What follows belongs to an exercise in optimizing a design on an open flow for small area, a short achievable clock period and few clock cycles per item; a production flow would make more cautious choices.
Only the layout flow was run in this run; the RTL was not checked for function there.

### config.mk
export PLATFORM = sky130hd
export DESIGN_NAME = mult
export DESIGN_NICKNAME = mult
export VERILOG_FILES = /design/flow/design.v
export SDC_FILE = /design/flow/constraint.sdc
export NUM_CORES = 4
export LEC_CHECK = 0
export CAP_MARGIN = 20
export CORE_MARGIN = 2
export CORE_UTILIZATION = 40
export PLACE_DENSITY = 0.6
export SLEW_MARGIN = 20
### constraint.sdc
create_clock -name core_clock -period 4.0 [get_ports {clk}]
set_input_delay 0.8000 -clock core_clock [delete_from_list [all_inputs] [get_ports {clk}]]
set_output_delay 0.8000 -clock core_clock [all_outputs]
set_load 0.01 [all_outputs]
### design.v
module mult(
      input  reset,
      input  clk,
      input  [31:0] a_in,
      input  [31:0] b_in,
      input  start,
      output logic [63:0] product,
      output logic done);
  logic busy;                
  logic idle;                
  logic [2:0] cnt;
  logic [31:0] swn, cwn;     
  logic [6:0] lsn, lcn;     
  logic [27:0] l;          
  wire [6:0] bsel = idle ? b_in[6:0] : l[6:0];
  wire [31:0] wsn = swn | {32{~busy}};
  wire [31:0] wcn = cwn | {32{~busy}};
  wire [7:0] lres = ~lsn + ~lcn;
  wire cyin = ~(busy & lres[7]);   
  wire [31:0] pp0n = ~(a_in & {32{bsel[0]}});
  wire [31:0] pp1n = ~(a_in & {32{bsel[1]}});
  wire [31:0] pp2n = ~(a_in & {32{bsel[2]}});
  wire [31:0] pp3n = ~(a_in & {32{bsel[3]}});
  wire [31:0] pp4n = ~(a_in & {32{bsel[4]}});
  wire [31:0] pp5n = ~(a_in & {32{bsel[5]}});
  wire [31:0] pp6n = ~(a_in & {32{bsel[6]}});
  wire s1 = ~(wcn[4] ^ wsn[4]);
  wire c2 = wcn[4] | wsn[4];
  wire s3 = wcn[5] ^ wsn[5] ^ pp0n[5];
  wire c4 = (wcn[5] & wsn[5]) | (wcn[5] & pp0n[5]) | (wsn[5] & pp0n[5]);
  wire s5 = ~(pp1n[4] ^ pp2n[3]);
  wire c6 = pp1n[4] | pp2n[3];
  wire s7 = wcn[6] ^ wsn[6] ^ pp0n[6];
  wire c8 = (wcn[6] & wsn[6]) | (wcn[6] & pp0n[6]) | (wsn[6] & pp0n[6]);
  wire s9 = pp1n[5] ^ pp2n[4] ^ pp3n[3];
  wire c10 = (pp1n[5] & pp2n[4]) | (pp1n[5] & pp3n[3]) | (pp2n[4] & pp3n[3]);
  wire s11 = ~(pp4n[2] ^ pp5n[1]);
  wire c12 = pp4n[2] | pp5n[1];
  wire s13 = wcn[7] ^ wsn[7] ^ pp0n[7];
  wire c14 = (wcn[7] & wsn[7]) | (wcn[7] & pp0n[7]) | (wsn[7] & pp0n[7]);
  wire s15 = pp1n[6] ^ pp2n[5] ^ pp3n[4];
  wire c16 = (pp1n[6] & pp2n[5]) | (pp1n[6] & pp3n[4]) | (pp2n[5] & pp3n[4]);
  wire s17 = pp4n[3] ^ pp5n[2] ^ pp6n[1];
  wire c18 = (pp4n[3] & pp5n[2]) | (pp4n[3] & pp6n[1]) | (pp5n[2] & pp6n[1]);
  wire s19 = wcn[8] ^ wsn[8] ^ pp0n[8];
  wire c20 = (wcn[8] & wsn[8]) | (wcn[8] & pp0n[8]) | (wsn[8] & pp0n[8]);
  wire s21 = pp1n[7] ^ pp2n[6] ^ pp3n[5];
  wire c22 = (pp1n[7] & pp2n[6]) | (pp1n[7] & pp3n[5]) | (pp2n[6] & pp3n[5]);
  wire s23 = pp4n[4] ^ pp5n[3] ^ pp6n[2];
  wire c24 = (pp4n[4] & pp5n[3]) | (pp4n[4] & pp6n[2]) | (pp5n[3] & pp6n[2]);
  wire s25 = wcn[9] ^ wsn[9] ^ pp0n[9];
  wire c26 = (wcn[9] & wsn[9]) | (wcn[9] & pp0n[9]) | (wsn[9] & pp0n[9]);
  wire s27 = pp1n[8] ^ pp2n[7] ^ pp3n[6];
  wire c28 = (pp1n[8] & pp2n[7]) | (pp1n[8] & pp3n[6]) | (pp2n[7] & pp3n[6]);
  wire s29 = pp4n[5] ^ pp5n[4] ^ pp6n[3];
  wire c30 = (pp4n[5] & pp5n[4]) | (pp4n[5] & pp6n[3]) | (pp5n[4] & pp6n[3]);
  wire s31 = wcn[10] ^ wsn[10] ^ pp0n[10];
  wire c32 = (wcn[10] & wsn[10]) | (wcn[10] & pp0n[10]) | (wsn[10] & pp0n[10]);
  wire s33 = pp1n[9] ^ pp2n[8] ^ pp3n[7];
  wire c34 = (pp1n[9] & pp2n[8]) | (pp1n[9] & pp3n[7]) | (pp2n[8] & pp3n[7]);
  wire s35 = pp4n[6] ^ pp5n[5] ^ pp6n[4];
  wire c36 = (pp4n[6] & pp5n[5]) | (pp4n[6] & pp6n[4]) | (pp5n[5] & pp6n[4]);
  wire s37 = wcn[11] ^ wsn[11] ^ pp0n[11];
  wire c38 = (wcn[11] & wsn[11]) | (wcn[11] & pp0n[11]) | (wsn[11] & pp0n[11]);
  wire s39 = pp1n[10] ^ pp2n[9] ^ pp3n[8];
  wire c40 = (pp1n[10] & pp2n[9]) | (pp1n[10] & pp3n[8]) | (pp2n[9] & pp3n[8]);
  wire s41 = pp4n[7] ^ pp5n[6] ^ pp6n[5];
  wire c42 = (pp4n[7] & pp5n[6]) | (pp4n[7] & pp6n[5]) | (pp5n[6] & pp6n[5]);
  wire s43 = wcn[12] ^ wsn[12] ^ pp0n[12];
  wire c44 = (wcn[12] & wsn[12]) | (wcn[12] & pp0n[12]) | (wsn[12] & pp0n[12]);
  wire s45 = pp1n[11] ^ pp2n[10] ^ pp3n[9];
  wire c46 = (pp1n[11] & pp2n[10]) | (pp1n[11] & pp3n[9]) | (pp2n[10] & pp3n[9]);
  wire s47 = pp4n[8] ^ pp5n[7] ^ pp6n[6];
  wire c48 = (pp4n[8] & pp5n[7]) | (pp4n[8] & pp6n[6]) | (pp5n[7] & pp6n[6]);
  wire s49 = wcn[13] ^ wsn[13] ^ pp0n[13];
  wire c50 = (wcn[13] & wsn[13]) | (wcn[13] & pp0n[13]) | (wsn[13] & pp0n[13]);
  wire s51 = pp1n[12] ^ pp2n[11] ^ pp3n[10];
  wire c52 = (pp1n[12] & pp2n[11]) | (pp1n[12] & pp3n[10]) | (pp2n[11] & pp3n[10]);
  wire s53 = pp4n[9] ^ pp5n[8] ^ pp6n[7];
  wire c54 = (pp4n[9] & pp5n[8]) | (pp4n[9] & pp6n[7]) | (pp5n[8] & pp6n[7]);
  wire s55 = wcn[14] ^ wsn[14] ^ pp0n[14];
  wire c56 = (wcn[14] & wsn[14]) | (wcn[14] & pp0n[14]) | (wsn[14] & pp0n[14]);
  wire s57 = pp1n[13] ^ pp2n[12] ^ pp3n[11];
  wire c58 = (pp1n[13] & pp2n[12]) | (pp1n[13] & pp3n[11]) | (pp2n[12] & pp3n[11]);
  wire s59 = pp4n[10] ^ pp5n[9] ^ pp6n[8];
  wire c60 = (pp4n[10] & pp5n[9]) | (pp4n[10] & pp6n[8]) | (pp5n[9] & pp6n[8]);
  wire s61 = wcn[15] ^ wsn[15] ^ pp0n[15];
  wire c62 = (wcn[15] & wsn[15]) | (wcn[15] & pp0n[15]) | (wsn[15] & pp0n[15]);
  wire s63 = pp1n[14] ^ pp2n[13] ^ pp3n[12];
  wire c64 = (pp1n[14] & pp2n[13]) | (pp1n[14] & pp3n[12]) | (pp2n[13] & pp3n[12]);
  wire s65 = pp4n[11] ^ pp5n[10] ^ pp6n[9];
  wire c66 = (pp4n[11] & pp5n[10]) | (pp4n[11] & pp6n[9]) | (pp5n[10] & pp6n[9]);
  wire s67 = wcn[16] ^ wsn[16] ^ pp0n[16];
  wire c68 = (wcn[16] & wsn[16]) | (wcn[16] & pp0n[16]) | (wsn[16] & pp0n[16]);
  wire s69 = pp1n[15] ^ pp2n[14] ^ pp3n[13];
  wire c70 = (pp1n[15] & pp2n[14]) | (pp1n[15] & pp3n[13]) | (pp2n[14] & pp3n[13]);
  wire s71 = pp4n[12] ^ pp5n[11] ^ pp6n[10];
  wire c72 = (pp4n[12] & pp5n[11]) | (pp4n[12] & pp6n[10]) | (pp5n[11] & pp6n[10]);
  wire s73 = wcn[17] ^ wsn[17] ^ pp0n[17];
  wire c74 = (wcn[17] & wsn[17]) | (wcn[17] & pp0n[17]) | (wsn[17] & pp0n[17]);
  wire s75 = pp1n[16] ^ pp2n[15] ^ pp3n[14];
  wire c76 = (pp1n[16] & pp2n[15]) | (pp1n[16] & pp3n[14]) | (pp2n[15] & pp3n[14]);
  wire s77 = pp4n[13] ^ pp5n[12] ^ pp6n[11];
  wire c78 = (pp4n[13] & pp5n[12]) | (pp4n[13] & pp6n[11]) | (pp5n[12] & pp6n[11]);
  wire s79 = wcn[18] ^ wsn[18] ^ pp0n[18];
  wire c80 = (wcn[18] & wsn[18]) | (wcn[18] & pp0n[18]) | (wsn[18] & pp0n[18]);
  wire s81 = pp1n[17] ^ pp2n[16] ^ pp3n[15];
  wire c82 = (pp1n[17] & pp2n[16]) | (pp1n[17] & pp3n[15]) | (pp2n[16] & pp3n[15]);
  wire s83 = pp4n[14] ^ pp5n[13] ^ pp6n[12];
  wire c84 = (pp4n[14] & pp5n[13]) | (pp4n[14] & pp6n[12]) | (pp5n[13] & pp6n[12]);
  wire s85 = wcn[19] ^ wsn[19] ^ pp0n[19];
  wire c86 = (wcn[19] & wsn[19]) | (wcn[19] & pp0n[19]) | (wsn[19] & pp0n[19]);
  wire s87 = pp1n[18] ^ pp2n[17] ^ pp3n[16];
  wire c88 = (pp1n[18] & pp2n[17]) | (pp1n[18] & pp3n[16]) | (pp2n[17] & pp3n[16]);
  wire s89 = pp4n[15] ^ pp5n[14] ^ pp6n[13];
  wire c90 = (pp4n[15] & pp5n[14]) | (pp4n[15] & pp6n[13]) | (pp5n[14] & pp6n[13]);
  wire s91 = wcn[20] ^ wsn[20] ^ pp0n[20];
  wire c92 = (wcn[20] & wsn[20]) | (wcn[20] & pp0n[20]) | (wsn[20] & pp0n[20]);
  wire s93 = pp1n[19] ^ pp2n[18] ^ pp3n[17];
  wire c94 = (pp1n[19] & pp2n[18]) | (pp1n[19] & pp3n[17]) | (pp2n[18] & pp3n[17]);
  wire s95 = pp4n[16] ^ pp5n[15] ^ pp6n[14];
  wire c96 = (pp4n[16] & pp5n[15]) | (pp4n[16] & pp6n[14]) | (pp5n[15] & pp6n[14]);
  wire s97 = wcn[21] ^ wsn[21] ^ pp0n[21];
  wire c98 = (wcn[21] & wsn[21]) | (wcn[21] & pp0n[21]) | (wsn[21] & pp0n[21]);
  wire s99 = pp1n[20] ^ pp2n[19] ^ pp3n[18];
  wire c100 = (pp1n[20] & pp2n[19]) | (pp1n[20] & pp3n[18]) | (pp2n[19] & pp3n[18]);
  wire s101 = pp4n[17] ^ pp5n[16] ^ pp6n[15];
  wire c102 = (pp4n[17] & pp5n[16]) | (pp4n[17] & pp6n[15]) | (pp5n[16] & pp6n[15]);
  wire s103 = wcn[22] ^ wsn[22] ^ pp0n[22];
  wire c104 = (wcn[22] & wsn[22]) | (wcn[22] & pp0n[22]) | (wsn[22] & pp0n[22]);
  wire s105 = pp1n[21] ^ pp2n[20] ^ pp3n[19];
  wire c106 = (pp1n[21] & pp2n[20]) | (pp1n[21] & pp3n[19]) | (pp2n[20] & pp3n[19]);
  wire s107 = pp4n[18] ^ pp5n[17] ^ pp6n[16];
  wire c108 = (pp4n[18] & pp5n[17]) | (pp4n[18] & pp6n[16]) | (pp5n[17] & pp6n[16]);
  wire s109 = wcn[23] ^ wsn[23] ^ pp0n[23];
  wire c110 = (wcn[23] & wsn[23]) | (wcn[23] & pp0n[23]) | (wsn[23] & pp0n[23]);
  wire s111 = pp1n[22] ^ pp2n[21] ^ pp3n[20];
  wire c112 = (pp1n[22] & pp2n[21]) | (pp1n[22] & pp3n[20]) | (pp2n[21] & pp3n[20]);
  wire s113 = pp4n[19] ^ pp5n[18] ^ pp6n[17];
  wire c114 = (pp4n[19] & pp5n[18]) | (pp4n[19] & pp6n[17]) | (pp5n[18] & pp6n[17]);
  wire s115 = wcn[24] ^ wsn[24] ^ pp0n[24];
  wire c116 = (wcn[24] & wsn[24]) | (wcn[24] & pp0n[24]) | (wsn[24] & pp0n[24]);
  wire s117 = pp1n[23] ^ pp2n[22] ^ pp3n[21];
  wire c118 = (pp1n[23] & pp2n[22]) | (pp1n[23] & pp3n[21]) | (pp2n[22] & pp3n[21]);
  wire s119 = pp4n[20] ^ pp5n[19] ^ pp6n[18];
  wire c120 = (pp4n[20] & pp5n[19]) | (pp4n[20] & pp6n[18]) | (pp5n[19] & pp6n[18]);
  wire s121 = wcn[25] ^ wsn[25] ^ pp0n[25];
  wire c122 = (wcn[25] & wsn[25]) | (wcn[25] & pp0n[25]) | (wsn[25] & pp0n[25]);
  wire s123 = pp1n[24] ^ pp2n[23] ^ pp3n[22];
  wire c124 = (pp1n[24] & pp2n[23]) | (pp1n[24] & pp3n[22]) | (pp2n[23] & pp3n[22]);
  wire s125 = pp4n[21] ^ pp5n[20] ^ pp6n[19];
  wire c126 = (pp4n[21] & pp5n[20]) | (pp4n[21] & pp6n[19]) | (pp5n[20] & pp6n[19]);
  wire s127 = wcn[26] ^ wsn[26] ^ pp0n[26];
  wire c128 = (wcn[26] & wsn[26]) | (wcn[26] & pp0n[26]) | (wsn[26] & pp0n[26]);
  wire s129 = pp1n[25] ^ pp2n[24] ^ pp3n[23];
  wire c130 = (pp1n[25] & pp2n[24]) | (pp1n[25] & pp3n[23]) | (pp2n[24] & pp3n[23]);
  wire s131 = pp4n[22] ^ pp5n[21] ^ pp6n[20];
  wire c132 = (pp4n[22] & pp5n[21]) | (pp4n[22] & pp6n[20]) | (pp5n[21] & pp6n[20]);
  wire s133 = wcn[27] ^ wsn[27] ^ pp0n[27];
  wire c134 = (wcn[27] & wsn[27]) | (wcn[27] & pp0n[27]) | (wsn[27] & pp0n[27]);
  wire s135 = pp1n[26] ^ pp2n[25] ^ pp3n[24];
  wire c136 = (pp1n[26] & pp2n[25]) | (pp1n[26] & pp3n[24]) | (pp2n[25] & pp3n[24]);
  wire s137 = pp4n[23] ^ pp5n[22] ^ pp6n[21];
  wire c138 = (pp4n[23] & pp5n[22]) | (pp4n[23] & pp6n[21]) | (pp5n[22] & pp6n[21]);
  wire s139 = wcn[28] ^ wsn[28] ^ pp0n[28];
  wire c140 = (wcn[28] & wsn[28]) | (wcn[28] & pp0n[28]) | (wsn[28] & pp0n[28]);
  wire s141 = pp1n[27] ^ pp2n[26] ^ pp3n[25];
  wire c142 = (pp1n[27] & pp2n[26]) | (pp1n[27] & pp3n[25]) | (pp2n[26] & pp3n[25]);
  wire s143 = pp4n[24] ^ pp5n[23] ^ pp6n[22];
  wire c144 = (pp4n[24] & pp5n[23]) | (pp4n[24] & pp6n[22]) | (pp5n[23] & pp6n[22]);
  wire s145 = wcn[29] ^ wsn[29] ^ pp0n[29];
  wire c146 = (wcn[29] & wsn[29]) | (wcn[29] & pp0n[29]) | (wsn[29] & pp0n[29]);
  wire s147 = pp1n[28] ^ pp2n[27] ^ pp3n[26];
  wire c148 = (pp1n[28] & pp2n[27]) | (pp1n[28] & pp3n[26]) | (pp2n[27] & pp3n[26]);
  wire s149 = pp4n[25] ^ pp5n[24] ^ pp6n[23];
  wire c150 = (pp4n[25] & pp5n[24]) | (pp4n[25] & pp6n[23]) | (pp5n[24] & pp6n[23]);
  wire s151 = wcn[30] ^ wsn[30] ^ pp0n[30];
  wire c152 = (wcn[30] & wsn[30]) | (wcn[30] & pp0n[30]) | (wsn[30] & pp0n[30]);
  wire s153 = pp1n[29] ^ pp2n[28] ^ pp3n[27];
  wire c154 = (pp1n[29] & pp2n[28]) | (pp1n[29] & pp3n[27]) | (pp2n[28] & pp3n[27]);
  wire s155 = pp4n[26] ^ pp5n[25] ^ pp6n[24];
  wire c156 = (pp4n[26] & pp5n[25]) | (pp4n[26] & pp6n[24]) | (pp5n[25] & pp6n[24]);
  wire s157 = wcn[31] ^ wsn[31] ^ pp0n[31];
  wire c158 = (wcn[31] & wsn[31]) | (wcn[31] & pp0n[31]) | (wsn[31] & pp0n[31]);
  wire s159 = pp1n[30] ^ pp2n[29] ^ pp3n[28];
  wire c160 = (pp1n[30] & pp2n[29]) | (pp1n[30] & pp3n[28]) | (pp2n[29] & pp3n[28]);
  wire s161 = pp4n[27] ^ pp5n[26] ^ pp6n[25];
  wire c162 = (pp4n[27] & pp5n[26]) | (pp4n[27] & pp6n[25]) | (pp5n[26] & pp6n[25]);
  wire s163 = pp1n[31] ^ pp2n[30] ^ pp3n[29];
  wire c164 = (pp1n[31] & pp2n[30]) | (pp1n[31] & pp3n[29]) | (pp2n[30] & pp3n[29]);
  wire s165 = ~(pp4n[28] ^ pp5n[27]);
  wire c166 = pp4n[28] | pp5n[27];
  wire s167 = ~(pp2n[31] ^ pp3n[30]);
  wire c168 = pp2n[31] | pp3n[30];
  wire s169 = ~(wcn[2] ^ wsn[2]);
  wire c170 = wcn[2] | wsn[2];
  wire s171 = wcn[3] ^ wsn[3] ^ pp0n[3];
  wire c172 = (wcn[3] & wsn[3]) | (wcn[3] & pp0n[3]) | (wsn[3] & pp0n[3]);
  wire s173 = ~(pp1n[2] ^ pp2n[1]);
  wire c174 = pp1n[2] | pp2n[1];
  wire s175 = s1 ^ pp0n[4] ^ pp1n[3];
  wire c176 = (s1 & pp0n[4]) | (s1 & pp1n[3]) | (pp0n[4] & pp1n[3]);
  wire s177 = pp2n[2] ^ pp3n[1] ^ pp4n[0];
  wire c178 = (pp2n[2] & pp3n[1]) | (pp2n[2] & pp4n[0]) | (pp3n[1] & pp4n[0]);
  wire s179 = c2 ^ pp3n[2] ^ pp4n[1];
  wire c180 = (c2 & pp3n[2]) | (c2 & pp4n[1]) | (pp3n[2] & pp4n[1]);
  wire s181 = pp5n[0] ^ s5 ^ s3;
  wire c182 = (pp5n[0] & s5) | (pp5n[0] & s3) | (s5 & s3);
  wire s183 = pp6n[0] ^ c6 ^ s11;
  wire c184 = (pp6n[0] & c6) | (pp6n[0] & s11) | (c6 & s11);
  wire s185 = c4 ^ s7 ^ s9;
  wire c186 = (c4 & s7) | (c4 & s9) | (s7 & s9);
  wire s187 = c12 ^ c10 ^ c8;
  wire c188 = (c12 & c10) | (c12 & c8) | (c10 & c8);
  wire s189 = s13 ^ s15 ^ s17;
  wire c190 = (s13 & s15) | (s13 & s17) | (s15 & s17);
  wire s191 = c14 ^ c16 ^ c18;
  wire c192 = (c14 & c16) | (c14 & c18) | (c16 & c18);
  wire s193 = s19 ^ s21 ^ s23;
  wire c194 = (s19 & s21) | (s19 & s23) | (s21 & s23);
  wire s195 = c20 ^ c22 ^ c24;
  wire c196 = (c20 & c22) | (c20 & c24) | (c22 & c24);
  wire s197 = s25 ^ s27 ^ s29;
  wire c198 = (s25 & s27) | (s25 & s29) | (s27 & s29);
  wire s199 = c26 ^ c28 ^ c30;
  wire c200 = (c26 & c28) | (c26 & c30) | (c28 & c30);
  wire s201 = s31 ^ s33 ^ s35;
  wire c202 = (s31 & s33) | (s31 & s35) | (s33 & s35);
  wire s203 = c32 ^ c34 ^ c36;
  wire c204 = (c32 & c34) | (c32 & c36) | (c34 & c36);
  wire s205 = s37 ^ s39 ^ s41;
  wire c206 = (s37 & s39) | (s37 & s41) | (s39 & s41);
  wire s207 = c38 ^ c40 ^ c42;
  wire c208 = (c38 & c40) | (c38 & c42) | (c40 & c42);
  wire s209 = s43 ^ s45 ^ s47;
  wire c210 = (s43 & s45) | (s43 & s47) | (s45 & s47);
  wire s211 = c44 ^ c46 ^ c48;
  wire c212 = (c44 & c46) | (c44 & c48) | (c46 & c48);
  wire s213 = s49 ^ s51 ^ s53;
  wire c214 = (s49 & s51) | (s49 & s53) | (s51 & s53);
  wire s215 = c50 ^ c52 ^ c54;
  wire c216 = (c50 & c52) | (c50 & c54) | (c52 & c54);
  wire s217 = s55 ^ s57 ^ s59;
  wire c218 = (s55 & s57) | (s55 & s59) | (s57 & s59);
  wire s219 = c56 ^ c58 ^ c60;
  wire c220 = (c56 & c58) | (c56 & c60) | (c58 & c60);
  wire s221 = s61 ^ s63 ^ s65;
  wire c222 = (s61 & s63) | (s61 & s65) | (s63 & s65);
  wire s223 = c62 ^ c64 ^ c66;
  wire c224 = (c62 & c64) | (c62 & c66) | (c64 & c66);
  wire s225 = s67 ^ s69 ^ s71;
  wire c226 = (s67 & s69) | (s67 & s71) | (s69 & s71);
  wire s227 = c68 ^ c70 ^ c72;
  wire c228 = (c68 & c70) | (c68 & c72) | (c70 & c72);
  wire s229 = s73 ^ s75 ^ s77;
  wire c230 = (s73 & s75) | (s73 & s77) | (s75 & s77);
  wire s231 = c74 ^ c76 ^ c78;
  wire c232 = (c74 & c76) | (c74 & c78) | (c76 & c78);
  wire s233 = s79 ^ s81 ^ s83;
  wire c234 = (s79 & s81) | (s79 & s83) | (s81 & s83);
  wire s235 = c80 ^ c82 ^ c84;
  wire c236 = (c80 & c82) | (c80 & c84) | (c82 & c84);
  wire s237 = s85 ^ s87 ^ s89;
  wire c238 = (s85 & s87) | (s85 & s89) | (s87 & s89);
  wire s239 = c86 ^ c88 ^ c90;
  wire c240 = (c86 & c88) | (c86 & c90) | (c88 & c90);
  wire s241 = s91 ^ s93 ^ s95;
  wire c242 = (s91 & s93) | (s91 & s95) | (s93 & s95);
  wire s243 = c92 ^ c94 ^ c96;
  wire c244 = (c92 & c94) | (c92 & c96) | (c94 & c96);
  wire s245 = s101 ^ s97 ^ s99;
  wire c246 = (s101 & s97) | (s101 & s99) | (s97 & s99);
  wire s247 = c100 ^ c102 ^ c98;
  wire c248 = (c100 & c102) | (c100 & c98) | (c102 & c98);
  wire s249 = s103 ^ s105 ^ s107;
  wire c250 = (s103 & s105) | (s103 & s107) | (s105 & s107);
  wire s251 = c104 ^ c106 ^ c108;
  wire c252 = (c104 & c106) | (c104 & c108) | (c106 & c108);
  wire s253 = s109 ^ s111 ^ s113;
  wire c254 = (s109 & s111) | (s109 & s113) | (s111 & s113);
  wire s255 = c110 ^ c112 ^ c114;
  wire c256 = (c110 & c112) | (c110 & c114) | (c112 & c114);
  wire s257 = s115 ^ s117 ^ s119;
  wire c258 = (s115 & s117) | (s115 & s119) | (s117 & s119);
  wire s259 = c116 ^ c118 ^ c120;
  wire c260 = (c116 & c118) | (c116 & c120) | (c118 & c120);
  wire s261 = s121 ^ s123 ^ s125;
  wire c262 = (s121 & s123) | (s121 & s125) | (s123 & s125);
  wire s263 = c122 ^ c124 ^ c126;
  wire c264 = (c122 & c124) | (c122 & c126) | (c124 & c126);
  wire s265 = s127 ^ s129 ^ s131;
  wire c266 = (s127 & s129) | (s127 & s131) | (s129 & s131);
  wire s267 = c128 ^ c130 ^ c132;
  wire c268 = (c128 & c130) | (c128 & c132) | (c130 & c132);
  wire s269 = s133 ^ s135 ^ s137;
  wire c270 = (s133 & s135) | (s133 & s137) | (s135 & s137);
  wire s271 = c134 ^ c136 ^ c138;
  wire c272 = (c134 & c136) | (c134 & c138) | (c136 & c138);
  wire s273 = s139 ^ s141 ^ s143;
  wire c274 = (s139 & s141) | (s139 & s143) | (s141 & s143);
  wire s275 = c140 ^ c142 ^ c144;
  wire c276 = (c140 & c142) | (c140 & c144) | (c142 & c144);
  wire s277 = s145 ^ s147 ^ s149;
  wire c278 = (s145 & s147) | (s145 & s149) | (s147 & s149);
  wire s279 = c146 ^ c148 ^ c150;
  wire c280 = (c146 & c148) | (c146 & c150) | (c148 & c150);
  wire s281 = s151 ^ s153 ^ s155;
  wire c282 = (s151 & s153) | (s151 & s155) | (s153 & s155);
  wire s283 = c152 ^ c154 ^ c156;
  wire c284 = (c152 & c154) | (c152 & c156) | (c154 & c156);
  wire s285 = s157 ^ s159 ^ s161;
  wire c286 = (s157 & s159) | (s157 & s161) | (s159 & s161);
  wire s287 = pp6n[26] ^ s165 ^ c158;
  wire c288 = (pp6n[26] & s165) | (pp6n[26] & c158) | (s165 & c158);
  wire s289 = c160 ^ c162 ^ s163;
  wire c290 = (c160 & c162) | (c160 & s163) | (c162 & s163);
  wire s291 = pp4n[29] ^ pp5n[28] ^ pp6n[27];
  wire c292 = (pp4n[29] & pp5n[28]) | (pp4n[29] & pp6n[27]) | (pp5n[28] & pp6n[27]);
  wire s293 = c166 ^ s167 ^ c164;
  wire c294 = (c166 & s167) | (c166 & c164) | (s167 & c164);
  wire s295 = pp3n[31] ^ pp4n[30] ^ pp5n[29];
  wire c296 = (pp3n[31] & pp4n[30]) | (pp3n[31] & pp5n[29]) | (pp4n[30] & pp5n[29]);
  wire s297 = ~(pp6n[28] ^ c168);
  wire c298 = pp6n[28] | c168;
  wire s299 = ~(pp4n[31] ^ pp5n[30]);
  wire c300 = pp4n[31] | pp5n[30];
  wire s301 = ~(wcn[0] ^ wsn[0]);
  wire c302 = wcn[0] | wsn[0];
  wire s303 = wcn[1] ^ wsn[1] ^ pp0n[1];
  wire c304 = (wcn[1] & wsn[1]) | (wcn[1] & pp0n[1]) | (wsn[1] & pp0n[1]);
  wire s305 = s169 ^ pp0n[2] ^ pp1n[1];
  wire c306 = (s169 & pp0n[2]) | (s169 & pp1n[1]) | (pp0n[2] & pp1n[1]);
  wire s307 = c170 ^ pp3n[0] ^ s173;
  wire c308 = (c170 & pp3n[0]) | (c170 & s173) | (pp3n[0] & s173);
  wire s309 = c174 ^ c172 ^ s175;
  wire c310 = (c174 & c172) | (c174 & s175) | (c172 & s175);
  wire s311 = c176 ^ c178 ^ s179;
  wire c312 = (c176 & c178) | (c176 & s179) | (c178 & s179);
  wire s313 = c180 ^ s183 ^ c182;
  wire c314 = (c180 & s183) | (c180 & c182) | (s183 & c182);
  wire s315 = c184 ^ c186 ^ s187;
  wire c316 = (c184 & c186) | (c184 & s187) | (c186 & s187);
  wire s317 = c188 ^ c190 ^ s191;
  wire c318 = (c188 & c190) | (c188 & s191) | (c190 & s191);
  wire s319 = c192 ^ c194 ^ s195;
  wire c320 = (c192 & c194) | (c192 & s195) | (c194 & s195);
  wire s321 = c196 ^ c198 ^ s199;
  wire c322 = (c196 & c198) | (c196 & s199) | (c198 & s199);
  wire s323 = c200 ^ c202 ^ s203;
  wire c324 = (c200 & c202) | (c200 & s203) | (c202 & s203);
  wire s325 = c204 ^ c206 ^ s207;
  wire c326 = (c204 & c206) | (c204 & s207) | (c206 & s207);
  wire s327 = c208 ^ c210 ^ s211;
  wire c328 = (c208 & c210) | (c208 & s211) | (c210 & s211);
  wire s329 = c212 ^ c214 ^ s215;
  wire c330 = (c212 & c214) | (c212 & s215) | (c214 & s215);
  wire s331 = c216 ^ c218 ^ s219;
  wire c332 = (c216 & c218) | (c216 & s219) | (c218 & s219);
  wire s333 = c220 ^ c222 ^ s223;
  wire c334 = (c220 & c222) | (c220 & s223) | (c222 & s223);
  wire s335 = c224 ^ c226 ^ s227;
  wire c336 = (c224 & c226) | (c224 & s227) | (c226 & s227);
  wire s337 = c228 ^ c230 ^ s231;
  wire c338 = (c228 & c230) | (c228 & s231) | (c230 & s231);
  wire s339 = c232 ^ c234 ^ s235;
  wire c340 = (c232 & c234) | (c232 & s235) | (c234 & s235);
  wire s341 = c236 ^ c238 ^ s239;
  wire c342 = (c236 & c238) | (c236 & s239) | (c238 & s239);
  wire s343 = c240 ^ c242 ^ s243;
  wire c344 = (c240 & c242) | (c240 & s243) | (c242 & s243);
  wire s345 = c244 ^ c246 ^ s247;
  wire c346 = (c244 & c246) | (c244 & s247) | (c246 & s247);
  wire s347 = c248 ^ c250 ^ s251;
  wire c348 = (c248 & c250) | (c248 & s251) | (c250 & s251);
  wire s349 = c252 ^ c254 ^ s255;
  wire c350 = (c252 & c254) | (c252 & s255) | (c254 & s255);
  wire s351 = c256 ^ c258 ^ s259;
  wire c352 = (c256 & c258) | (c256 & s259) | (c258 & s259);
  wire s353 = c260 ^ c262 ^ s263;
  wire c354 = (c260 & c262) | (c260 & s263) | (c262 & s263);
  wire s355 = c264 ^ c266 ^ s267;
  wire c356 = (c264 & c266) | (c264 & s267) | (c266 & s267);
  wire s357 = c268 ^ c270 ^ s271;
  wire c358 = (c268 & c270) | (c268 & s271) | (c270 & s271);
  wire s359 = c272 ^ c274 ^ s275;
  wire c360 = (c272 & c274) | (c272 & s275) | (c274 & s275);
  wire s361 = c276 ^ c278 ^ s279;
  wire c362 = (c276 & c278) | (c276 & s279) | (c278 & s279);
  wire s363 = c280 ^ c282 ^ s283;
  wire c364 = (c280 & c282) | (c280 & s283) | (c282 & s283);
  wire s365 = c284 ^ c286 ^ s287;
  wire c366 = (c284 & c286) | (c284 & s287) | (c286 & s287);
  wire s367 = s291 ^ c288 ^ c290;
  wire c368 = (s291 & c288) | (s291 & c290) | (c288 & c290);
  wire s369 = c292 ^ s295 ^ s297;
  wire c370 = (c292 & s295) | (c292 & s297) | (s295 & s297);
  wire s371 = pp6n[29] ^ s299 ^ c296;
  wire c372 = (pp6n[29] & s299) | (pp6n[29] & c296) | (s299 & c296);
  wire s373 = ~(pp5n[31] ^ pp6n[30]);
  wire c374 = pp5n[31] | pp6n[30];
  wire s375 = ~(s301 ^ cyin);
  wire c376 = s301 | cyin;
  wire s377 = c302 ^ pp1n[0] ^ s303;
  wire c378 = (c302 & pp1n[0]) | (c302 & s303) | (pp1n[0] & s303);
  wire s379 = pp2n[0] ^ c304 ^ s305;
  wire c380 = (pp2n[0] & c304) | (pp2n[0] & s305) | (c304 & s305);
  wire s381 = c306 ^ s171 ^ s307;
  wire c382 = (c306 & s171) | (c306 & s307) | (s171 & s307);
  wire s383 = s177 ^ c308 ^ s309;
  wire c384 = (s177 & c308) | (s177 & s309) | (c308 & s309);
  wire s385 = c310 ^ s181 ^ s311;
  wire c386 = (c310 & s181) | (c310 & s311) | (s181 & s311);
  wire s387 = c312 ^ s185 ^ s313;
  wire c388 = (c312 & s185) | (c312 & s313) | (s185 & s313);
  wire s389 = s189 ^ c314 ^ s315;
  wire c390 = (s189 & c314) | (s189 & s315) | (c314 & s315);
  wire s391 = s193 ^ c316 ^ s317;
  wire c392 = (s193 & c316) | (s193 & s317) | (c316 & s317);
  wire s393 = s197 ^ c318 ^ s319;
  wire c394 = (s197 & c318) | (s197 & s319) | (c318 & s319);
  wire s395 = s201 ^ c320 ^ s321;
  wire c396 = (s201 & c320) | (s201 & s321) | (c320 & s321);
  wire s397 = s205 ^ c322 ^ s323;
  wire c398 = (s205 & c322) | (s205 & s323) | (c322 & s323);
  wire s399 = s209 ^ c324 ^ s325;
  wire c400 = (s209 & c324) | (s209 & s325) | (c324 & s325);
  wire s401 = s213 ^ c326 ^ s327;
  wire c402 = (s213 & c326) | (s213 & s327) | (c326 & s327);
  wire s403 = s217 ^ c328 ^ s329;
  wire c404 = (s217 & c328) | (s217 & s329) | (c328 & s329);
  wire s405 = s221 ^ c330 ^ s331;
  wire c406 = (s221 & c330) | (s221 & s331) | (c330 & s331);
  wire s407 = s225 ^ c332 ^ s333;
  wire c408 = (s225 & c332) | (s225 & s333) | (c332 & s333);
  wire s409 = s229 ^ c334 ^ s335;
  wire c410 = (s229 & c334) | (s229 & s335) | (c334 & s335);
  wire s411 = s233 ^ c336 ^ s337;
  wire c412 = (s233 & c336) | (s233 & s337) | (c336 & s337);
  wire s413 = s237 ^ c338 ^ s339;
  wire c414 = (s237 & c338) | (s237 & s339) | (c338 & s339);
  wire s415 = s241 ^ c340 ^ s341;
  wire c416 = (s241 & c340) | (s241 & s341) | (c340 & s341);
  wire s417 = s245 ^ c342 ^ s343;
  wire c418 = (s245 & c342) | (s245 & s343) | (c342 & s343);
  wire s419 = s249 ^ c344 ^ s345;
  wire c420 = (s249 & c344) | (s249 & s345) | (c344 & s345);
  wire s421 = s253 ^ c346 ^ s347;
  wire c422 = (s253 & c346) | (s253 & s347) | (c346 & s347);
  wire s423 = s257 ^ c348 ^ s349;
  wire c424 = (s257 & c348) | (s257 & s349) | (c348 & s349);
  wire s425 = s261 ^ c350 ^ s351;
  wire c426 = (s261 & c350) | (s261 & s351) | (c350 & s351);
  wire s427 = s265 ^ c352 ^ s353;
  wire c428 = (s265 & c352) | (s265 & s353) | (c352 & s353);
  wire s429 = s269 ^ c354 ^ s355;
  wire c430 = (s269 & c354) | (s269 & s355) | (c354 & s355);
  wire s431 = s273 ^ c356 ^ s357;
  wire c432 = (s273 & c356) | (s273 & s357) | (c356 & s357);
  wire s433 = s277 ^ c358 ^ s359;
  wire c434 = (s277 & c358) | (s277 & s359) | (c358 & s359);
  wire s435 = s281 ^ c360 ^ s361;
  wire c436 = (s281 & c360) | (s281 & s361) | (c360 & s361);
  wire s437 = s285 ^ c362 ^ s363;
  wire c438 = (s285 & c362) | (s285 & s363) | (c362 & s363);
  wire s439 = s289 ^ c364 ^ s365;
  wire c440 = (s289 & c364) | (s289 & s365) | (c364 & s365);
  wire s441 = s293 ^ c366 ^ s367;
  wire c442 = (s293 & c366) | (s293 & s367) | (c366 & s367);
  wire s443 = c294 ^ s369 ^ c368;
  wire c444 = (c294 & s369) | (c294 & c368) | (s369 & c368);
  wire s445 = c298 ^ s371 ^ c370;
  wire c446 = (c298 & s371) | (c298 & c370) | (s371 & c370);
  wire s447 = c300 ^ s373 ^ c372;
  wire c448 = (c300 & s373) | (c300 & c372) | (s373 & c372);
  wire s449 = ~(pp6n[31] ^ c374);
  wire c450 = pp6n[31] | c374;
  wire [38:0] r0n = {c450, s449, s447, s445, c442, c440, c438, c436, c434, c432, c430, c428, c426, c424, c422, c420, c418, c416, c414, c412, c410, c408, c406, c404, c402, c400, c398, c396, c394, c392, c390, c388, c386, c384, c382, c380, c378, c376, pp0n[0]};
  wire [38:0] r1n = {1'b1, c448, c446, c444, s443, s441, s439, s437, s435, s433, s431, s429, s427, s425, s423, s421, s419, s417, s415, s413, s411, s409, s407, s405, s403, s401, s399, s397, s395, s393, s391, s389, s387, s385, s383, s381, s379, s377, s375};
  always_ff @(posedge clk, posedge reset) begin
    if (reset) begin
      busy <= 1'b0;
      idle <= 1'b1;
      done <= 1'b0;
      cnt <= '0;
    end else if (start || busy) begin
      if (cnt == 3'd4) begin
        busy <= 1'b0;
        idle <= 1'b1;
        done <= 1'b1;
        cnt <= '0;
      end else begin
        busy <= 1'b1;
        idle <= 1'b0;
        done <= 1'b0;
        cnt <= cnt + 1'b1;
      end
    end
  end
  always_ff @(posedge clk) begin
    if (start || busy) begin
      swn <= r0n[38:7];
      cwn <= r1n[38:7];
      lsn <= r0n[6:0];
      lcn <= r1n[6:0];
      l <= busy ? {lres[6:0], l[27:7]} : {3'd0, b_in[31:7]};
    end
  end
  assign product[27:0] = l;
  wire [35:0] ox = ~{swn[28:0], lsn};
  wire [35:0] oy = ~{cwn[28:0], lcn};
  wire [35:0] og0 = ox & oy;
  wire [35:0] op0 = ox ^ oy;
  wire og1_1 = og0[1] | (op0[1] & og0[0]);
  wire og1_3 = og0[3] | (op0[3] & og0[2]);
  wire op1_3 = op0[3] & op0[2];
  wire og1_5 = og0[5] | (op0[5] & og0[4]);
  wire op1_5 = op0[5] & op0[4];
  wire og1_7 = og0[7] | (op0[7] & og0[6]);
  wire op1_7 = op0[7] & op0[6];
  wire og1_9 = og0[9] | (op0[9] & og0[8]);
  wire op1_9 = op0[9] & op0[8];
  wire og1_11 = og0[11] | (op0[11] & og0[10]);
  wire op1_11 = op0[11] & op0[10];
  wire og1_13 = og0[13] | (op0[13] & og0[12]);
  wire op1_13 = op0[13] & op0[12];
  wire og1_15 = og0[15] | (op0[15] & og0[14]);
  wire op1_15 = op0[15] & op0[14];
  wire og1_17 = og0[17] | (op0[17] & og0[16]);
  wire op1_17 = op0[17] & op0[16];
  wire og1_19 = og0[19] | (op0[19] & og0[18]);
  wire op1_19 = op0[19] & op0[18];
  wire og1_21 = og0[21] | (op0[21] & og0[20]);
  wire op1_21 = op0[21] & op0[20];
  wire og1_23 = og0[23] | (op0[23] & og0[22]);
  wire op1_23 = op0[23] & op0[22];
  wire og1_25 = og0[25] | (op0[25] & og0[24]);
  wire op1_25 = op0[25] & op0[24];
  wire og1_27 = og0[27] | (op0[27] & og0[26]);
  wire op1_27 = op0[27] & op0[26];
  wire og1_29 = og0[29] | (op0[29] & og0[28]);
  wire op1_29 = op0[29] & op0[28];
  wire og1_31 = og0[31] | (op0[31] & og0[30]);
  wire op1_31 = op0[31] & op0[30];
  wire og1_33 = og0[33] | (op0[33] & og0[32]);
  wire op1_33 = op0[33] & op0[32];
  wire og1_35 = og0[35] | (op0[35] & og0[34]);
  wire op1_35 = op0[35] & op0[34];
  wire og2_2 = og0[2] | (op0[2] & og1_1);
  wire og2_3 = og1_3 | (op1_3 & og1_1);
  wire og2_6 = og0[6] | (op0[6] & og1_5);
  wire op2_6 = op0[6] & op1_5;
  wire og2_7 = og1_7 | (op1_7 & og1_5);
  wire op2_7 = op1_7 & op1_5;
  wire og2_10 = og0[10] | (op0[10] & og1_9);
  wire op2_10 = op0[10] & op1_9;
  wire og2_11 = og1_11 | (op1_11 & og1_9);
  wire op2_11 = op1_11 & op1_9;
  wire og2_14 = og0[14] | (op0[14] & og1_13);
  wire op2_14 = op0[14] & op1_13;
  wire og2_15 = og1_15 | (op1_15 & og1_13);
  wire op2_15 = op1_15 & op1_13;
  wire og2_18 = og0[18] | (op0[18] & og1_17);
  wire op2_18 = op0[18] & op1_17;
  wire og2_19 = og1_19 | (op1_19 & og1_17);
  wire op2_19 = op1_19 & op1_17;
  wire og2_22 = og0[22] | (op0[22] & og1_21);
  wire op2_22 = op0[22] & op1_21;
  wire og2_23 = og1_23 | (op1_23 & og1_21);
  wire op2_23 = op1_23 & op1_21;
  wire og2_26 = og0[26] | (op0[26] & og1_25);
  wire op2_26 = op0[26] & op1_25;
  wire og2_27 = og1_27 | (op1_27 & og1_25);
  wire op2_27 = op1_27 & op1_25;
  wire og2_30 = og0[30] | (op0[30] & og1_29);
  wire op2_30 = op0[30] & op1_29;
  wire og2_31 = og1_31 | (op1_31 & og1_29);
  wire op2_31 = op1_31 & op1_29;
  wire og2_34 = og0[34] | (op0[34] & og1_33);
  wire op2_34 = op0[34] & op1_33;
  wire og2_35 = og1_35 | (op1_35 & og1_33);
  wire op2_35 = op1_35 & op1_33;
  wire og3_4 = og0[4] | (op0[4] & og2_3);
  wire og3_5 = og1_5 | (op1_5 & og2_3);
  wire og3_6 = og2_6 | (op2_6 & og2_3);
  wire og3_7 = og2_7 | (op2_7 & og2_3);
  wire og3_12 = og0[12] | (op0[12] & og2_11);
  wire op3_12 = op0[12] & op2_11;
  wire og3_13 = og1_13 | (op1_13 & og2_11);
  wire op3_13 = op1_13 & op2_11;
  wire og3_14 = og2_14 | (op2_14 & og2_11);
  wire op3_14 = op2_14 & op2_11;
  wire og3_15 = og2_15 | (op2_15 & og2_11);
  wire op3_15 = op2_15 & op2_11;
  wire og3_20 = og0[20] | (op0[20] & og2_19);
  wire op3_20 = op0[20] & op2_19;
  wire og3_21 = og1_21 | (op1_21 & og2_19);
  wire op3_21 = op1_21 & op2_19;
  wire og3_22 = og2_22 | (op2_22 & og2_19);
  wire op3_22 = op2_22 & op2_19;
  wire og3_23 = og2_23 | (op2_23 & og2_19);
  wire op3_23 = op2_23 & op2_19;
  wire og3_28 = og0[28] | (op0[28] & og2_27);
  wire op3_28 = op0[28] & op2_27;
  wire og3_29 = og1_29 | (op1_29 & og2_27);
  wire op3_29 = op1_29 & op2_27;
  wire og3_30 = og2_30 | (op2_30 & og2_27);
  wire op3_30 = op2_30 & op2_27;
  wire og3_31 = og2_31 | (op2_31 & og2_27);
  wire op3_31 = op2_31 & op2_27;
  wire og4_8 = og0[8] | (op0[8] & og3_7);
  wire og4_9 = og1_9 | (op1_9 & og3_7);
  wire og4_10 = og2_10 | (op2_10 & og3_7);
  wire og4_11 = og2_11 | (op2_11 & og3_7);
  wire og4_12 = og3_12 | (op3_12 & og3_7);
  wire og4_13 = og3_13 | (op3_13 & og3_7);
  wire og4_14 = og3_14 | (op3_14 & og3_7);
  wire og4_15 = og3_15 | (op3_15 & og3_7);
  wire og4_24 = og0[24] | (op0[24] & og3_23);
  wire op4_24 = op0[24] & op3_23;
  wire og4_25 = og1_25 | (op1_25 & og3_23);
  wire op4_25 = op1_25 & op3_23;
  wire og4_26 = og2_26 | (op2_26 & og3_23);
  wire op4_26 = op2_26 & op3_23;
  wire og4_27 = og2_27 | (op2_27 & og3_23);
  wire op4_27 = op2_27 & op3_23;
  wire og4_28 = og3_28 | (op3_28 & og3_23);
  wire op4_28 = op3_28 & op3_23;
  wire og4_29 = og3_29 | (op3_29 & og3_23);
  wire op4_29 = op3_29 & op3_23;
  wire og4_30 = og3_30 | (op3_30 & og3_23);
  wire op4_30 = op3_30 & op3_23;
  wire og4_31 = og3_31 | (op3_31 & og3_23);
  wire op4_31 = op3_31 & op3_23;
  wire og5_16 = og0[16] | (op0[16] & og4_15);
  wire og5_17 = og1_17 | (op1_17 & og4_15);
  wire og5_18 = og2_18 | (op2_18 & og4_15);
  wire og5_19 = og2_19 | (op2_19 & og4_15);
  wire og5_20 = og3_20 | (op3_20 & og4_15);
  wire og5_21 = og3_21 | (op3_21 & og4_15);
  wire og5_22 = og3_22 | (op3_22 & og4_15);
  wire og5_23 = og3_23 | (op3_23 & og4_15);
  wire og5_24 = og4_24 | (op4_24 & og4_15);
  wire og5_25 = og4_25 | (op4_25 & og4_15);
  wire og5_26 = og4_26 | (op4_26 & og4_15);
  wire og5_27 = og4_27 | (op4_27 & og4_15);
  wire og5_28 = og4_28 | (op4_28 & og4_15);
  wire og5_29 = og4_29 | (op4_29 & og4_15);
  wire og5_30 = og4_30 | (op4_30 & og4_15);
  wire og5_31 = og4_31 | (op4_31 & og4_15);
  wire og6_32 = og0[32] | (op0[32] & og5_31);
  wire og6_33 = og1_33 | (op1_33 & og5_31);
  wire og6_34 = og2_34 | (op2_34 & og5_31);
  wire og6_35 = og2_35 | (op2_35 & og5_31);
  assign product[28] = op0[0];
  assign product[29] = op0[1] ^ og0[0];
  assign product[30] = op0[2] ^ og1_1;
  assign product[31] = op0[3] ^ og2_2;
  assign product[32] = op0[4] ^ og2_3;
  assign product[33] = op0[5] ^ og3_4;
  assign product[34] = op0[6] ^ og3_5;
  assign product[35] = op0[7] ^ og3_6;
  assign product[36] = op0[8] ^ og3_7;
  assign product[37] = op0[9] ^ og4_8;
  assign product[38] = op0[10] ^ og4_9;
  assign product[39] = op0[11] ^ og4_10;
  assign product[40] = op0[12] ^ og4_11;
  assign product[41] = op0[13] ^ og4_12;
  assign product[42] = op0[14] ^ og4_13;
  assign product[43] = op0[15] ^ og4_14;
  assign product[44] = op0[16] ^ og4_15;
  assign product[45] = op0[17] ^ og5_16;
  assign product[46] = op0[18] ^ og5_17;
  assign product[47] = op0[19] ^ og5_18;
  assign product[48] = op0[20] ^ og5_19;
  assign product[49] = op0[21] ^ og5_20;
  assign product[50] = op0[22] ^ og5_21;
  assign product[51] = op0[23] ^ og5_22;
  assign product[52] = op0[24] ^ og5_23;
  assign product[53] = op0[25] ^ og5_24;
  assign product[54] = op0[26] ^ og5_25;
  assign product[55] = op0[27] ^ og5_26;
  assign product[56] = op0[28] ^ og5_27;
  assign product[57] = op0[29] ^ og5_28;
  assign product[58] = op0[30] ^ og5_29;
  assign product[59] = op0[31] ^ og5_30;
  assign product[60] = op0[32] ^ og5_31;
  assign product[61] = op0[33] ^ og6_32;
  assign product[62] = op0[34] ^ og6_33;
  assign product[63] = op0[35] ^ og6_34;
endmodule
### flow/run.sh
#!/bin/bash
export SYNTH_ARGS="-noabc"
export BUFFER_PORTS_ARGS="-buffer_cell sky130_fd_sc_hd__buf_1"
bash standard.sh > standard.log 2>&1
### standard.sh
#!/bin/bash
# synth_recipe.tcl (not shown) runs the flow's synth.tcl, then flattens the netlist and writes it again
# the make line also repeats each setting of config.mk as NAME=value (left out here)
make -C /OpenROAD-flow-scripts/flow DESIGN_CONFIG=/design/flow/config.mk WORK_HOME=/design/flow/orfs CLKGATE_MAP_FILE= SYNTH_SCRIPT=/design/flow/synth_recipe.tcl "${@:-finish}"
==> results.cfg <==
[outcome]
status = complete, but fails checks
so_faults = setup timing

[sta]
clock-skew-final_ns = 0.0137
setup_slack_ns = -0.0835
worst_pin_slew_ns = 0.591
finalSetupViolations = 5
drv_slew = 0
holdWs_ns = 0.303
rsz0062_at_grt = yes
period_minus_slack_ns = 4.08
slew_headroom_pct = 60.5
hold_violations = 0
period_share_pct = 102
clock.fmax_mhz = 245

[final_layout]
seq_area_um2 = 3310
final_cells = 1673
fillers = 2879
multiInputGateArea_um2 = 8260
areaGrowthSynthToFinish_pct = 15.0
diodes = 0
fin_nets = 1607
final_layout_size_suffix_gt1_share_pct = 10.7

[synth]
synthDistinctLibCells = 46
ys.warnings.count = 1
synth_edf_count = 105
synthCells = 1128
ys_seq_area_share_pct = 26.9
syn_area_per_cell_um2 = 10.9
syn-num-nets = 1463
synthesis.area_um2 = 12300
async_flop_share_pct = 5.41
ys_ff_latch = 111
synth_flop_cell = edfxtp_1

[drt]
antenna_left = 0
drt_first_iter_violations = 394
vias_per_cell = 4.81
drt_wl_total_um = 29200
drt_pass1_iterations = 5
drc = 0
vias = 8040
wl_per_cell_um = 17.5

[place]
port_buffers = 131
dp_hpwl_um = 22600
place_ws_ns = 0.0494
dp.cells = 1640
place.gp.congestion = 0.826

[global_route]
grt_pass1_vias = 8657
grt_first_pass_wirelength_um = 47200
grt-ovfl-total = 0
antenna_found_initial = 0
grt_usage_pct = 19.4
grt_start_max_net_pins = 70

[critical_path]
worstSetupPathType = reg -> out
crit_fanout = 3
cp-start-kind = flip-flop
critPathArrivalTime_ns = 3.28
crit_required_ns = 3.20
cp-end-kind = output port

[die]
num_io_pins = 132
dieArea_um2 = 32200
core-area_um2 = 30400
start_util_pct = 40.4
die_h_um = 179
num_rows = 64
die_w_um = 179

[clock_tree]
clock_sinks = 111
clkTransAtPathRegs_ns = 0.09
htree_levels = 3
cts_buffer_depth = 2
postCtsHoldBufs = 0
root_buffer = clkbuf_16
numCtsBuffers = 9
clk_latency_ns = 0.38
cts_tree = built

[flow_run]
maxCapViolCount = 0

[min_path]
hp-class = in -> async
[per-stage QoR]
step | util [%] | cell area (µm²) | setup TNS (ns)
6_report | 46.5 | 14100 | -0.269
5_1_grt | 46.5 | 14100 | -2.41
4_1_cts | 45.9 | 14000 | -0.433
3_5_place_dp | 44.4 | 13500 | 0
3_3_place_gp | 44.4 | 13500 | 0
2_1_floorplan | - | 12300 | 0
[synthesized netlist by cell type, types with 4 or more instances]
library cell,instances,area (µm²)
nand2_1,95,357
nor2b_1,205,1280
o21a_1,4,30.0
clkbuf_1,29,109
inv_1,229,860
edfxtp_1,105,3150
and2_1,5,31.3
nor2_1,22,82.6
o21ai_0,12,60.1
fa_1,217,4340
mux2i_1,7,70.1
a21oi_1,26,130
dfrtp_1,5,125
mux2_2,26,293
buf_4,4,30.0
nand2b_1,11,68.8
nor3_1,5,25.0
xnor2_1,19,166
ha_1,51,638
xor2_1,9,78.8
[critical path: stages (launching register included)]
cell	delay [ns]
edfxtp_1	0.35
inv_2	0.06
ha_4	0.28
nand4_1	0.17
buf_4	0.19
a2111oi_4	0.36
o21ai_4	0.14
o41ai_4	0.23
buf_4	0.19
a311o_2	0.17
nor2_1	0.06
fa_2	0.34
xnor2_1	0.13
buf_4	0.13
buf_6	0.11
[final timing paths]
path,depth (start not counted),startpoint,slack (ns),end
min in group core_clock,1,cnt[2],0.51,cnt[2]
max in group asynchronous,2,reset,3.43,idle
worst min register to register,1,cnt[2],0.51,cnt[2]
worst min-delay path,2,reset,0.30,done
worst max register to register,9,idle,0.25,cwn[19]
worst max-delay path,14,swn[7],-0.08,product[61]
[sequential cells by signal, summed over array words and instances (netlist names)]
signal,cells
idle,1
swn,32
cwn,31
lcn,7
done,1
cnt,3
busy,1
lsn,7
l,28
[kinds of logic after synthesis]
logic type,share of synthesized area [%]
adder cells (fa/ha/maj),40.5
AO/OA/AOI/OAI,3.74
buffers and inverters,8.21
XOR/XNOR,1.99
multiplexers,2.95
flip-flops,26.9
AND/OR/NAND/NOR,15.7
[cell usage in the layout, fill, tap and decap left out, types with 5 or more instances in the layout]
| master | count |
|---|---|
| clkbuf_16 | 9 |
| mux2_2 | 26 |
| nand2b_1 | 10 |
| buf_4 | 28 |
| nor2_1 | 20 |
| xnor2_1 | 18 |
| o21ai_1 | 5 |
| ha_1 | 44 |
| inv_1 | 222 |
| o21ai_0 | 7 |
| nand2_1 | 94 |
| a21oi_1 | 20 |
| fa_1 | 215 |
| nor2b_1 | 205 |
| a21oi_2 | 6 |
| mux2i_4 | 6 |
| and2_1 | 5 |
| buf_1 | 122 |
| inv_2 | 6 |
| xor2_1 | 9 |
| edfxtp_1 | 105 |
| nor3_1 | 5 |
| ha_4 | 7 |
| buf_12 | 10 |
[timing repair]
item | 4_1_cts | 5_1_grt
buffers inserted | 9 | 10
resized for setup | 19 | 32
endpoints found under the setup margin | 10 | 14
pin swaps | 7 | 19
endpoints found under the hold margin | 0 | 0
[routing by layer]
layer,share of wire [%],global-route usage (%),up-vias
li1,-,-,3722
met1,44,25.9,4141
met2,51,33.2,146
met3,3.6,2.53,31
met4,1.7,5.38,0
met5,0,0,-
[final cells by class]
cell class                 instances  share of cell area, %
clock inverter                     7                  0.584
multi-input combinational        752                   58.4
clock buffer                       9                   1.59
sequential                       111                   23.4
timing repair buffer             169                   6.50
inverter                         229                   6.09
tap                              396                   3.50

## separate check: timing with driven ports
How much do the figures lean on ideal ports? The routed layout below was timed once more, with nothing changed but the port constraints.
Step 1 (the two cells are an assumption about what drives the block):
set clk [get_ports {clk}]
set_driving_cell -lib_cell sky130_fd_sc_hd__clkbuf_16 $clk
set_driving_cell -lib_cell sky130_fd_sc_hd__buf_2 [delete_from_list [all_inputs] $clk]
Step 2 adds t to the input delays and takes it off the output delays; t is the mean of the earliest and latest rising clock arrival at the registers after step 1. Input paths then give back, and output paths get back, about the clock's delay inside the block.
Slacks: no drivers / after step 1 / after step 2; pairs: no drivers / after step 1.
t, ns: 0.419
slack for setup (ns): -0.084 / -0.134 / 0.253
worst setup path at the end: register to register
The setup slack of this run moves by -0.050 ns with the drivers and by +0.337 ns with both steps.
